Background: an optimization exercise with open tools, aiming at small area, a short achievable clock period and few clock cycles. Do not read the settings as production practice.
The RTL was checked by simulation tests, not by an equivalence proof against the original design.
Power figures rest on the tool's default switching activity, not on a simulated workload.

[flow/constraint.sdc]
create_clock -name core_clock -period 11.0 [get_ports {clock}]
set_input_delay 2.2000 -clock core_clock [delete_from_list [all_inputs] [get_ports {clock}]]
set_output_delay 2.2000 -clock core_clock [all_outputs]
set_load 0.01 [all_outputs]
[flow/run.sh]
#!/bin/bash
# synth_recipe.tcl (not shown) runs the flow's synth.tcl, then flattens the netlist and writes it again
# the make line also repeats each setting of config.mk as NAME=value (left out here)
make -C /OpenROAD-flow-scripts/flow DESIGN_CONFIG=/design/flow/config.mk WORK_HOME=/design/flow/orfs CLKGATE_MAP_FILE= SYNTH_SCRIPT=/design/flow/synth_recipe.tcl finish
[flow/config.mk]
export PLATFORM = sky130hd
export DESIGN_NAME = Freq_Counter
export DESIGN_NICKNAME = Freq_Counter
export VERILOG_FILES = /design/flow/design.v
export SDC_FILE = /design/flow/constraint.sdc
export NUM_CORES = 8
export LEC_CHECK = 0
export CAP_MARGIN = 20
export CORE_MARGIN = 2
export CORE_UTILIZATION = 40
export SLEW_MARGIN = 20
[flow/design.v]
module Freq_Counter (clock, iReset_N, SW1, iValid, iPixel, oReady, oValid, iPixel_new);
input	clock, iReset_N;		 
input	SW1;					 
input	iValid;
input	[7:0] iPixel;
output	oReady;
output reg oValid;
output reg [7:0] iPixel_new;
parameter AREA = 16384;
localparam [13:0] LAST_PIXEL = AREA - 1;
localparam S_CLEAR = 3'd0;		 
localparam S_COUNT = 3'd1;		 
localparam S_DRAIN = 3'd2;		 
localparam S_CDF   = 3'd3;		 
localparam S_CALC  = 3'd4;		 
reg [14:0] count [0:255];
reg [14:0] CDF [0:255];
(* fsm_encoding = "none" *)
reg [2:0]  state;
reg [13:0] pixel_count;
reg [7:0]  idx;
reg        lut_valid;			 
reg        p_valid;
reg        p_sw;
reg [7:0]  p_pixel;
reg [14:0] CDF_temp;
reg [14:0] CDF_min;
reg        min_found;
reg        div_busy;
reg [3:0]  div_step;
reg [21:0] div_rem;
reg [21:0] div_den;
reg [7:0]  div_quo;
reg        div_zero;
wire [14:0] cdf_sum = CDF_temp + count[idx];
wire [14:0] cdf_sub = CDF[idx] - CDF_min;
wire [21:0] div_num = {7'd0, cdf_sub} * 22'd255;
wire [14:0] area_sub = AREA - CDF_min;
wire        div_ge = (div_rem >= div_den);
assign oReady = (state == S_COUNT);
always @(posedge clock)
begin
	if (!iReset_N)
		p_valid <= 1'b0;
	else
		p_valid <= iValid & oReady;
	p_sw    <= SW1;
	p_pixel <= iPixel;
end
always @(posedge clock)
begin
	if (!iReset_N)
		oValid <= 1'b0;
	else
		oValid <= p_valid;
	if (p_sw && lut_valid)
		iPixel_new <= CDF[p_pixel][7:0];
	else
		iPixel_new <= p_pixel;
end
always @(posedge clock)
begin
	if (!iReset_N)
	begin
		state       <= S_CLEAR;
		idx         <= 8'd0;
		pixel_count <= 14'd0;
		lut_valid   <= 1'b0;
		div_busy    <= 1'b0;
	end
	else
	begin
		case (state)
		S_CLEAR:
		begin
			idx <= idx + 8'd1;
			if (idx == 8'd255)
			begin
				state       <= S_COUNT;
				pixel_count <= 14'd0;
			end
		end
		S_COUNT:
		begin
			if (iValid)
			begin
				pixel_count <= pixel_count + 14'd1;
				if (pixel_count == LAST_PIXEL)
					state <= S_DRAIN;
			end
		end
		S_DRAIN:
		begin
			state     <= S_CDF;
			idx       <= 8'd0;
			CDF_temp  <= 15'd0;
			min_found <= 1'b0;
		end
		S_CDF:
		begin
			CDF_temp <= cdf_sum;
			if (!min_found && count[idx] != 15'd0)
			begin
				CDF_min   <= count[idx];
				min_found <= 1'b1;
			end
			idx <= idx + 8'd1;
			if (idx == 8'd255)
			begin
				state    <= S_CALC;
				div_busy <= 1'b0;
			end
		end
		S_CALC:
		begin
			if (!div_busy)
			begin
				div_busy <= 1'b1;
				div_step <= 4'd0;
				div_rem  <= div_num;
				div_den  <= {area_sub, 7'd0};
				div_quo  <= 8'd0;
				div_zero <= (CDF[idx] <= CDF_min);
			end
			else
			begin
				if (div_ge)
					div_rem <= div_rem - div_den;
				div_quo  <= {div_quo[6:0], div_ge};
				div_den  <= div_den >> 1;
				div_step <= div_step + 4'd1;
				if (div_step == 4'd7)
				begin
					div_busy <= 1'b0;
					idx      <= idx + 8'd1;
					if (idx == 8'd255)
					begin
						state       <= S_COUNT;
						pixel_count <= 14'd0;
						lut_valid   <= 1'b1;
					end
				end
			end
		end
		default:
			state <= S_CLEAR;
		endcase
	end
end
always @(posedge clock)
begin
	if (iReset_N && (state == S_CLEAR || state == S_CDF))
		count[idx] <= 15'd0;
	else if (iReset_N && p_valid)
		count[p_pixel] <= count[p_pixel] + 15'd1;
end
always @(posedge clock)
begin
	if (iReset_N && state == S_CDF)
		CDF[idx] <= cdf_sum;
	else if (iReset_N && state == S_CALC && div_busy && div_step == 4'd7)
		CDF[idx] <= div_zero ? 15'd0 : {7'd0, div_quo[6:0], div_ge};
end
endmodule
==> reports/results.ini <==
[outcome]
status = timing/DRC/antenna clean

[power_and_ir_drop]
internal-power_uw = 72500
clkPwrFrac_pct = 25.0
power_switching_uw = 38300
ir_worst_vdd_v = 0.00219
power_frac_seq_pct = 37.0
combPwrFrac_pct = 38.0
p_leak_uw = 0.112
p_sw_share_pct = 34.6
power_density_nw_per_um2 = 276

[yosys]
synth_top_cell_by_area = edfxtp_1
yosysTopAreaCellShare_pct = 66.0
yosysMostFrequentCell = edfxtp_1
synth_nets = 16600
yosysUniqueCellTypes = 104
synthFlopType = edfxtp_1
ys_ff_latch = 7821
yosys-top-cells-count = 7767 x edfxtp_1, 3938 x mux4_2, 725 x nor2_1, 513 x clkbuf_1, 395 x nand2_1
synth_seq_area_share_pct = 66.3
syn_area_per_cell_um2 = 21.6
ys_async_sr_fraction_pct = 0
yosysWarnings = 1
synth_edf_count = 7767
synthCells = 16400
ys_top_cells_by_area = edfxtp_1 66%, mux4_2 25%, mux2i_1 0.96%
synthesis.area_um2 = 353000

[drt]
ant_nets = 0
drt_iter0_drc = 29600
finalWirelength_mm = 1170
vias = 195000
dr.pass1.iters = 8
route.detailed.drc = 0
viasPerCell = 6.55
wl_per_cell_um = 39.3

[clock_network]
tritoncts = built
cts_made_buffers = 805
cts-resized-gates = 0
insertion_delay_ns = 1.25
cts.sinks = 7821
clk_pin_slew_ns = 0.06
ctsHoldBuffers = 0
post_cts_buffers = 0
cts-root-buf = clkbuf_16
h-tree-depth = 6
ctsLongestPathBuffers = 4

[place]
place_congestion = 0.929
io_buffer_count = 21
dp.cells = 28100
dpl.hpwl_mm = 741

[sta]
worstMarginPinSlew_ns = 1.31
tns_ns = 0
fin_crit_ns = 10.37
slew_violations = 0
hold_viol = 0
clock_skew_ns = 0.118
min_period_over_period_pct = 94.2
timing.hold.ws_ns = 0.485
final-setup-viol-count = 0
fmax_ghz = 0.0965
slew_headroom_pct = 10.2
rsz0062_at_grt = false

[layout]
instances_no_fill = 29700
nFillCells = 73300
area_growth_syn_to_layout_pct = 13.5
nNetsFinal = 17300
fin_util_pct = 45.5
layout-drive-gt1-share_pct = 38.8

[floorplan]
die_h_um = 944
dieArea_um2 = 890000
start_util_pct = 40.1
die-width_um = 944
ios = 22
core_um2 = 881000
rows = 345

[critical_path]
cp.required_ns = 11.90
setup.worst_path.start_class = register
critPathMaxFanout = 32
cpMostUsedCell = mux4_2
crit_family = multiplexers
crit_path_end_kind = register
path_buf_inv = 5
cp.arrival_ns = 11.26
worstSetupPathType = register to register
slowest_delay_ns = 0.70
critPathSlowestCell = mux4_2

[grt]
antenna_found_initial = 128
grt_pass1_vias = 189000
grt_util_all_layers_pct = 25.6
grt_max_degree = 209
grt_first_pass_wirelength_mm = 1590
grt-ovfl-total = 0

[run]
maxCapViolCount = 0

[hold_path]
min_path_type = register to register

## layout make-up
cell class | count | area (um^2) | area share [%]
clock buffer | 973 | 20900 | 5.22
tap | 11800 | 14800 | 3.68
sequential | 7821 | 234000 | 58.5
clock inverter | 517 | 5550 | 1.39
multi-input combinational | 7221 | 114000 | 28.4
antenna | 69 | 173 | 0.0431
inverter | 156 | 622 | 0.155
timing repair buffer | 1135 | 10300 | 2.58
## logic make-up after synthesis
logic type	after synthesis	synth area share, %
fa+ha+maj	162	0.653
mux	4443	27.0
buf+inv	1337	1.96
flops	7821	66.3
compound gates	907	1.75
simple gates	1573	1.98
xor+xnor	136	0.341
## worst paths after layout
| kind | start | endpoint | slack (ns) | cells past startpoint |
|---|---|---|---|---|
| worst min-delay path | pixel_count[13] | pixel_count[13] | 0.49 | 2 |
| worst max register to register | register | div_rem[21] | 0.63 | 29 |
| worst max-delay path | register | div_rem[21] | 0.63 | 29 |
| worst min register to register | pixel_count[13] | pixel_count[13] | 0.49 | 2 |
## power by group through the flow
stage	registers, uW	logic [uW]	clock network (uW)
floorplan	41900	27300	0
global placement	41600	42200	0
detailed placement	41600	42100	0
CTS	40900	42100	28000
global route	40900	45700	29100
finish	41000	42000	27700
## stage by stage
step	power, uW	instance area [um^2]	setup slack (ns)
2_1_floorplan	69100	353000	-4.72
3_3_place_gp	83700	374000	0.613
3_5_place_dp	83600	374000	0.813
4_1_cts	111000	400000	0.714
5_1_grt	116000	401000	0.0438
6_report	111000	401000	0.634
## cells in the final DEF, fill, tap and decap left out, drive strengths merged, types with 38 or more instances in the layout
cell,synthesis,final
bufinv,0,85
nor2,727,727
inv,153,188
a211oi,55,55
nor3,73,73
clkbuf,531,974
o22ai,109,109
clkinv,3,374
xor2,63,63
mux2,82,82
o21ai,160,160
a22oi,102,102
mux4,4023,4023
nand2,395,395
nand3,72,72
dfxtp,54,54
mux2i,338,338
a221oi,48,48
fa,38,38
ha,122,122
a21oi,149,149
nand4,42,42
edfxtp,7767,7767
xnor2,72,72
diode,0,69
buf,649,1113
nor2b,69,69
## worst reg2reg max path, delay by kind of cell, from the launching register on
| kind | cells | cell delay, ns |
|---|---|---|
| flip-flops | 1 | 0.69 |
| XOR/XNOR | 2 | 0.69 |
| AO/OA/AOI/OAI | 6 | 1.57 |
| buffers and inverters | 5 | 1.50 |
| AND/OR/NAND/NOR | 6 | 0.82 |
| adder cells (fa/ha/maj) | 5 | 2.32 |
| multiplexers | 5 | 2.50 |
## registers in the layout, summed over array words and instances (netlist names), named ones only
name,cells
CDF,3840
CDF_min,15
CDF_temp,15
count,3840
div_busy,1
div_den,22
div_quo,7
div_rem,22
div_step,4
div_zero,1
iPixel_new,8
idx,8
lut_valid,1
min_found,1
oValid,1
p_pixel,8
p_sw,1
p_valid,1
pixel_count,14
state,3
## routing by layer
| metal | vias up | share of wire (%) | track usage (%) |
|---|---|---|---|
| li1 | 73200 | - | - |
| met1 | 106000 | 38 | 35.7 |
| met2 | 12700 | 45 | 38.2 |
| met3 | 2192 | 13 | 8.18 |
| met4 | 74 | 4.2 | 9.05 |
| met5 | - | 0.052 | 0 |
Testbench counts, summed over its fixed seeds: cycles 739,376.

separate check: timing with driven ports:
No port has a modelled driver above. Below, the same layout with a new extraction and two added sets of constraints. Step 1 assumes that a clkbuf_16 drives the clock port and a buf_2 every other input. Step 2, shift: input delay + t, output delay - t, t = (earliest + latest rising clock arrival at the registers) / 2. This alone moves slack from input paths to output paths. a / b / c = ideal ports / drivers / drivers and shift; a / b = the first two.
shift t [ns]: 1.338
setup slack, ns: 0.634 / 0.634 / 0.634
worst setup path at the end: register to register
cell pins on the clock port's net: 1
After both steps this run still meets setup and hold. For this run, drivers alone change the setup slack by 0.000 ns; drivers and shift together by 0.000 ns.
